Context: an optimization exercise on an open-source flow, tuned for small area, a short achievable clock period and few clock cycles per item. The choices shown serve that exercise and are no tape-out recipe.
Where RTL was checked, it was by simulation tests only, not by an equivalence proof against the original.
Power and IR drop assume default switching activity. The clock port is modelled as an ideal driver; clocking choices that lean on that would not hold on a real chip.

==> flow/design.v (excerpt) <==
module fft_computer(
input        i_clk,
input        i_rst_n,
input        i_data_valid,
input [31:0] i_data,
output       o_data_ready,
output       o_data_valid,
output [31:0]o_data,
input        i_data_ready
);
localparam MW   = 72;    
localparam HEAD = 60;    
wire        acc, win, ld;
wire [31:0] tap, head, sum;
wire [MW-1:0] m_d;
reg  [31:0]   x;         
reg           v1, w1;
reg  [MW-1:0] m;         
reg  [31:0]   out_r;
output_ctrl #(
    .LAT(3 + HEAD)
) ctrl (
    .i_clk(i_clk),
    .i_rst_n(i_rst_n),
    .i_data_valid(i_data_valid),
    .o_data_ready(o_data_ready),
    .o_acc(acc),
    .o_win(win),
    .o_ld(ld),
    .o_data_valid(o_data_valid),
    .i_data_ready(i_data_ready)
);
power_tree_a tree_a (
    .x(x),
    .p0((v1 & ~w1) ? 32'd0 : tap),
    .m(m_d)
);
power_tree_b tree_b (
    .m(m),
    .p(sum)
);
output_fifo #(
    .HEAD(HEAD)
) store (
    .i_clk(i_clk),
    .i_wr_data(sum),
    .o_tap_pre(tap),
    .o_head(head)
);
always @(posedge i_clk)
begin
    x  <= {i_data[31:16], acc ? i_data[15:0] : 16'd0};
    w1 <= win;
    m  <= m_d;
    if(ld)
        out_r <= head;
end
always @(posedge i_clk)
begin
    if(!i_rst_n)
        v1 <= 1'b0;
    else
        v1 <= acc;
end
assign o_data = out_r;
endmodule
export LEC_CHECK = 0
export CAP_MARGIN = 20
export CORE_MARGIN = 2
export CORE_UTILIZATION = 60
export CTS_BUF_LIST = sky130_fd_sc_hd__clkbuf_16
export CTS_CLUSTER_DIAMETER = 70
export CTS_CLUSTER_SIZE = 34
export SLEW_MARGIN = 20
export SYNTH_MEMORY_MAX_BITS = 65536
create_clock -name core_clock -period 10.0 [get_ports {i_clk}]
standard.sh (not shown) runs the stock make flow with config.mk's settings and CLKGATE_MAP_FILE= SYNTH_SCRIPT=/design/flow/synth_recipe.tcl, a recipe that flattens the netlist after the stock synthesis.
==> flow/flow/run.sh <==
#!/bin/bash
# The standard layout (standard.sh) at the same clock period, with:
# - timing repair aimed at a setup slack of SETUP_SLACK_MARGIN ns instead of 0,
# - port buffers started as buf_2 (repair may resize them),
# - clock tree synthesis without dummy load cells.
set -euo pipefail
CTS="-sink_clustering_enable -repair_clock_nets -sink_clustering_size 34 -sink_clustering_max_diameter 70 -buf_list sky130_fd_sc_hd__clkbuf_16 -dont_use_dummy_load"
bash standard.sh SETUP_SLACK_MARGIN=7.0 "BUFFER_PORTS_ARGS=-buffer_cell sky130_fd_sc_hd__buf_2" "CTS_ARGS=$CTS" finish > make.log 2>&1
The baseline finished with timing, DRC and antenna clean.
Testbench counts at the start, summed over its fixed seeds: cycles 8,704, items 4,096.
Then changed:
--- a/flow/flow/run.sh
+++ b/flow/flow/run.sh
@@ -8 +8 @@
-bash standard.sh SETUP_SLACK_MARGIN=7.0 "BUFFER_PORTS_ARGS=-buffer_cell sky130_fd_sc_hd__buf_2" "CTS_ARGS=$CTS" finish > make.log 2>&1
+bash standard.sh SETUP_SLACK_MARGIN=7.1 "BUFFER_PORTS_ARGS=-buffer_cell sky130_fd_sc_hd__buf_2" "CTS_ARGS=$CTS" finish > make.log 2>&1
Cell area went up by 1.5%.
Synthesized area does not change.
Count of clock-buffer cells in the layout rose by 1.
Setup slack loses 0.054 ns.
Synthesized cell count is unchanged.
Non-clock buffer count climbs by 43.
Via count rises by 0.85%.
Register-to-register slack gets worse by 0.05 ns.
Global-route usage came out higher by 0.67 points.
Die area is unchanged.
Then changed:
==> flow/flow/run.sh (replaced) <==
#!/bin/bash
# The standard layout (standard.sh) at the same clock period, with:
# - timing repair aimed at a setup slack of SETUP_SLACK_MARGIN ns instead of 0,
# - port buffers started as buf_2 (repair may resize them),
# - clock tree synthesis without dummy load cells.
set -euo pipefail
CTS="-sink_clustering_enable -repair_clock_nets -sink_clustering_size 32 -sink_clustering_max_diameter 70 -buf_list sky130_fd_sc_hd__clkbuf_16 -dont_use_dummy_load"
bash standard.sh SETUP_SLACK_MARGIN=7.0 "BUFFER_PORTS_ARGS=-buffer_cell sky130_fd_sc_hd__buf_2" "CTS_ARGS=$CTS" finish > make.log 2>&1
CTS_CLUSTER_SIZE = 32   (was 34)
=> Global-route usage went down by 0.76 points. Cell area fell by about 1.8%. Core utilization goes down by 1.2 points. Synthesized area does not change. Synthesized cell count stays the same. Cell count went down by about 1.2%. Critical path depth went down by 1. Clock-buffer cell count goes up by 3.
Then changed:
--- a/flow/flow/run.sh
+++ b/flow/flow/run.sh
@@ -7 +7 @@
-CTS="-sink_clustering_enable -repair_clock_nets -sink_clustering_size 32 -sink_clustering_max_diameter 70 -buf_list sky130_fd_sc_hd__clkbuf_16 -dont_use_dummy_load"
+CTS="-sink_clustering_enable -repair_clock_nets -sink_clustering_size 34 -sink_clustering_max_diameter 70 -buf_list sky130_fd_sc_hd__clkbuf_16 -dont_use_dummy_load"
CORE_UTILIZATION = 62   (was 60)
CTS_CLUSTER_SIZE = 34   (was 32)
What happened: The new run ran to the end with no violations; worst setup slack is worse by 0.016 ns; sequential power stays flat; sequential share of layout area shrinks by 0.23 points.
Then changed:
--- a/flow/flow/run.sh
+++ b/flow/flow/run.sh
@@ -7 +7 @@
-CTS="-sink_clustering_enable -repair_clock_nets -sink_clustering_size 34 -sink_clustering_max_diameter 70 -buf_list sky130_fd_sc_hd__clkbuf_16 -dont_use_dummy_load"
+CTS="-sink_clustering_enable -repair_clock_nets -sink_clustering_size 40 -sink_clustering_max_diameter 50 -buf_list sky130_fd_sc_hd__clkbuf_16 -dont_use_dummy_load"
CTS_CLUSTER_DIAMETER = 50   (was 70)
CTS_CLUSTER_SIZE = 40   (was 34)
Global-route usage rises by 0.78 points; total power rises by a few percent; clock-buffer cell count rises by 39; area after synthesis stays the same; utilization rises by 1.2 points; final cell count rises slightly; wire length rises by a few percent.

---

## umber
Another version of the RTL of fft_computer (not shown whole).
For scale: roughly 3,500 cells after synthesis, ~2,200 flip-flops, ~55,000 sq um of cells after synthesis.
clock: 10.0 ns
lec_check: 0
cap_margin: 20
core_margin: 2
core_utilization: 45
cts_buf_list: sky130_fd_sc_hd__clkbuf_16
cts_cluster_diameter: 70
cts_cluster_size: 32
slew_margin: 20
synth_memory_max_bits: 65536
run.sh (not shown) runs the stock make flow with config.mk's settings and CLKGATE_MAP_FILE= SYNTH_SCRIPT=/design/flow/synth_recipe.tcl, a recipe that flattens the netlist after the stock synthesis.
Stock flow here: none of the scripts above is used.
umber finished all stages; the layout is clean.
What violet does differently from umber at the input level:
-- flow/config.mk --
<<< umber, line 10
export CORE_UTILIZATION = 45
export CTS_BUF_LIST = sky130_fd_sc_hd__clkbuf_16
export CTS_CLUSTER_DIAMETER = 70
export CTS_CLUSTER_SIZE = 32
export SLEW_MARGIN = 20
>>> violet, line 10
export CORE_UTILIZATION = 45
export CTS_BUF_LIST = sky130_fd_sc_hd__clkbuf_8
export CTS_CLUSTER_SIZE = 30
export SLEW_MARGIN = 20
### Flow results
umber completed every stage of the flow, and the final layout passed the timing, design-rule and antenna checks. violet: flow completed, timing, DRC and antenna clean. violet vs. umber: synthesized cell count shows no meaningful change; total power shows an increase of about 13%; routed wire length shows an increase of 4.8%; relative area change from synthesis to final layout shows an increase of 5.8 points. On violet: final cell count without fillers is about 8% higher than what umber gave. Diff violet..umber | count of inverters other than clock inverters in the layout | unchanged.
## Diff of input files: tundra against violet
-- flow/config.mk --
<<< violet, line 10
export CORE_UTILIZATION = 45
export CTS_BUF_LIST = sky130_fd_sc_hd__clkbuf_8
export CTS_CLUSTER_SIZE = 30
export SLEW_MARGIN = 20
>>> tundra, line 10
export CORE_UTILIZATION = 45
export SLEW_MARGIN = 20
- tundra: full flow OK, the timing, design-rule and antenna checks passed
- Worst setup slack ended up 0.17 ns lower on tundra than on violet.
- In the reports for violet and tundra, the smaller clock share of power belongs to violet.
- STATUS initial DRC count: tundra loses against violet
- Comparing violet and tundra, total power consumption of the routed design is lower on violet.
- Compared with violet, in tundra maximum root-to-sink buffer count went down, number of clock-tree buffers in the layout went down, switching power went up.
- NOTE final cell count violet->tundra decreased by a few percent
- Relative to violet, layout overhead on the synthesized area has gone up in tundra.
- The arrival time at the worst endpoint of violet and that of tundra are within noise of each other.
- In terms of finished layout cell area, violet and tundra differ only marginally.
No functional check of the RTL was part of any run of this note.

---

fft_computer, a different RTL version from the one above (not shown whole).
For scale: ~3,400 cells after synthesis, about 70 I/O pins, about 54,000 sq um of cells after synthesis.
==> flow/config.mk <==
export PLATFORM = sky130hd
export DESIGN_NAME = fft_computer
export DESIGN_NICKNAME = fft_computer
export VERILOG_FILES = /design/flow/design.v
export SDC_FILE = /design/flow/constraint.sdc
export NUM_CORES = 4
export LEC_CHECK = 0
export CAP_MARGIN = 20
export CORE_MARGIN = 2
export CORE_UTILIZATION = 60
export CTS_BUF_LIST = sky130_fd_sc_hd__clkbuf_16
export CTS_CLUSTER_DIAMETER = 80
export CTS_CLUSTER_SIZE = 36
export SLEW_MARGIN = 20
export SYNTH_MEMORY_MAX_BITS = 65536
==> flow/constraint.sdc <==
create_clock -name core_clock -period 10.0 [get_ports {i_clk}]
set_input_delay 2.0000 -clock core_clock [delete_from_list [all_inputs] [get_ports {i_clk}]]
set_output_delay 2.0000 -clock core_clock [all_outputs]
set_load 0.01 [all_outputs]
standard.sh (not shown) runs the stock make flow with config.mk's settings and CLKGATE_MAP_FILE= SYNTH_SCRIPT=/design/flow/synth_recipe.tcl, a recipe that flattens the netlist after the stock synthesis.
==> flow/flow/run.sh <==
#!/bin/bash
# The standard layout (standard.sh) at the same clock period, with
# timing repair aimed at a setup slack of SETUP_SLACK_MARGIN ns instead of 0
# and the port buffers started as buf_2 (repair may resize them).
set -euo pipefail
bash standard.sh SETUP_SLACK_MARGIN=7.00 "BUFFER_PORTS_ARGS=-buffer_cell sky130_fd_sc_hd__buf_2" finish > make.log 2>&1
Rerun with:
--- a/flow/flow/run.sh
+++ b/flow/flow/run.sh
@@ -6 +6 @@
-bash standard.sh SETUP_SLACK_MARGIN=7.00 "BUFFER_PORTS_ARGS=-buffer_cell sky130_fd_sc_hd__buf_2" finish > make.log 2>&1
+bash standard.sh SETUP_SLACK_MARGIN=6.75 "BUFFER_PORTS_ARGS=-buffer_cell sky130_fd_sc_hd__buf_2" finish > make.log 2>&1
The new run went through all stages and came out clean.
Count of clock-buffer cells in the layout stays the same.
Global-route usage is about the same.
Routed wire length is about the same.
Cell area goes down by 0.83%.
Worst setup slack is worse by 0.068 ns.
Register-to-register slack degrades by 0.07 ns.
No functional check of the RTL was part of any run of this note.

[static timing again, ports no longer ideal]
The flow's constraints put no driver on any port. The routed layouts listed below were extracted and timed again, unchanged, in two steps. Step 1 sets driving cells, clkbuf_16 on the clock port and buf_2 on the other inputs (assumed; they add their load-dependent delay and slew). Step 2 times the ports against the registers' clock, not the clock port: input delays grow and output delays shrink by t, the midpoint of the rising clock arrivals with the driver on. Slacks: ideal / step 1 / step 2; pairs: ideal / step 1.
run | t, ns | setup slack, ns | worst setup path after step 2 | worst slew at a driven data input, ns | pins driven straight from the clock port
the first run of note 1 | 0.707 | 6.743 / 6.716 / 6.465 | input to register | 0.21 | 1
the second run of note 1 | 0.699 | 6.689 / 6.646 / 6.440 | input to register | 0.05 | 1
the third run of note 1 | 0.691 | 6.729 / 6.708 / 6.447 | input to register | 0.22 | 1
the fourth run of note 1 | 0.697 | 6.713 / 6.646 / 6.464 | input to register | 0.22 | 1
the fifth run of note 1 | 0.751 | 6.697 / 6.629 / 6.428 | input to register | 0.22 | 1
umber | 0.773 | 5.037 / 5.086 / 4.313 | input to register | 0.05 | 1
violet | 0.992 | 5.277 / 5.320 / 4.329 | input to register | 0.05 | 1
tundra | 0.851 | 5.109 / 5.156 / 4.305 | input to register | 0.05 | 1
the first run of note 3 | 0.738 | 6.656 / 6.630 / 6.452 | input to register | 0.05 | 1
the second run of note 3 | 0.720 | 6.588 / 6.588 / 6.247 | input to register | 0.04 | 1
After both steps every run listed still meets setup and hold. The setup slack of violet, which loses most, moves by +0.043 ns with the drivers and by -0.948 ns with both steps.
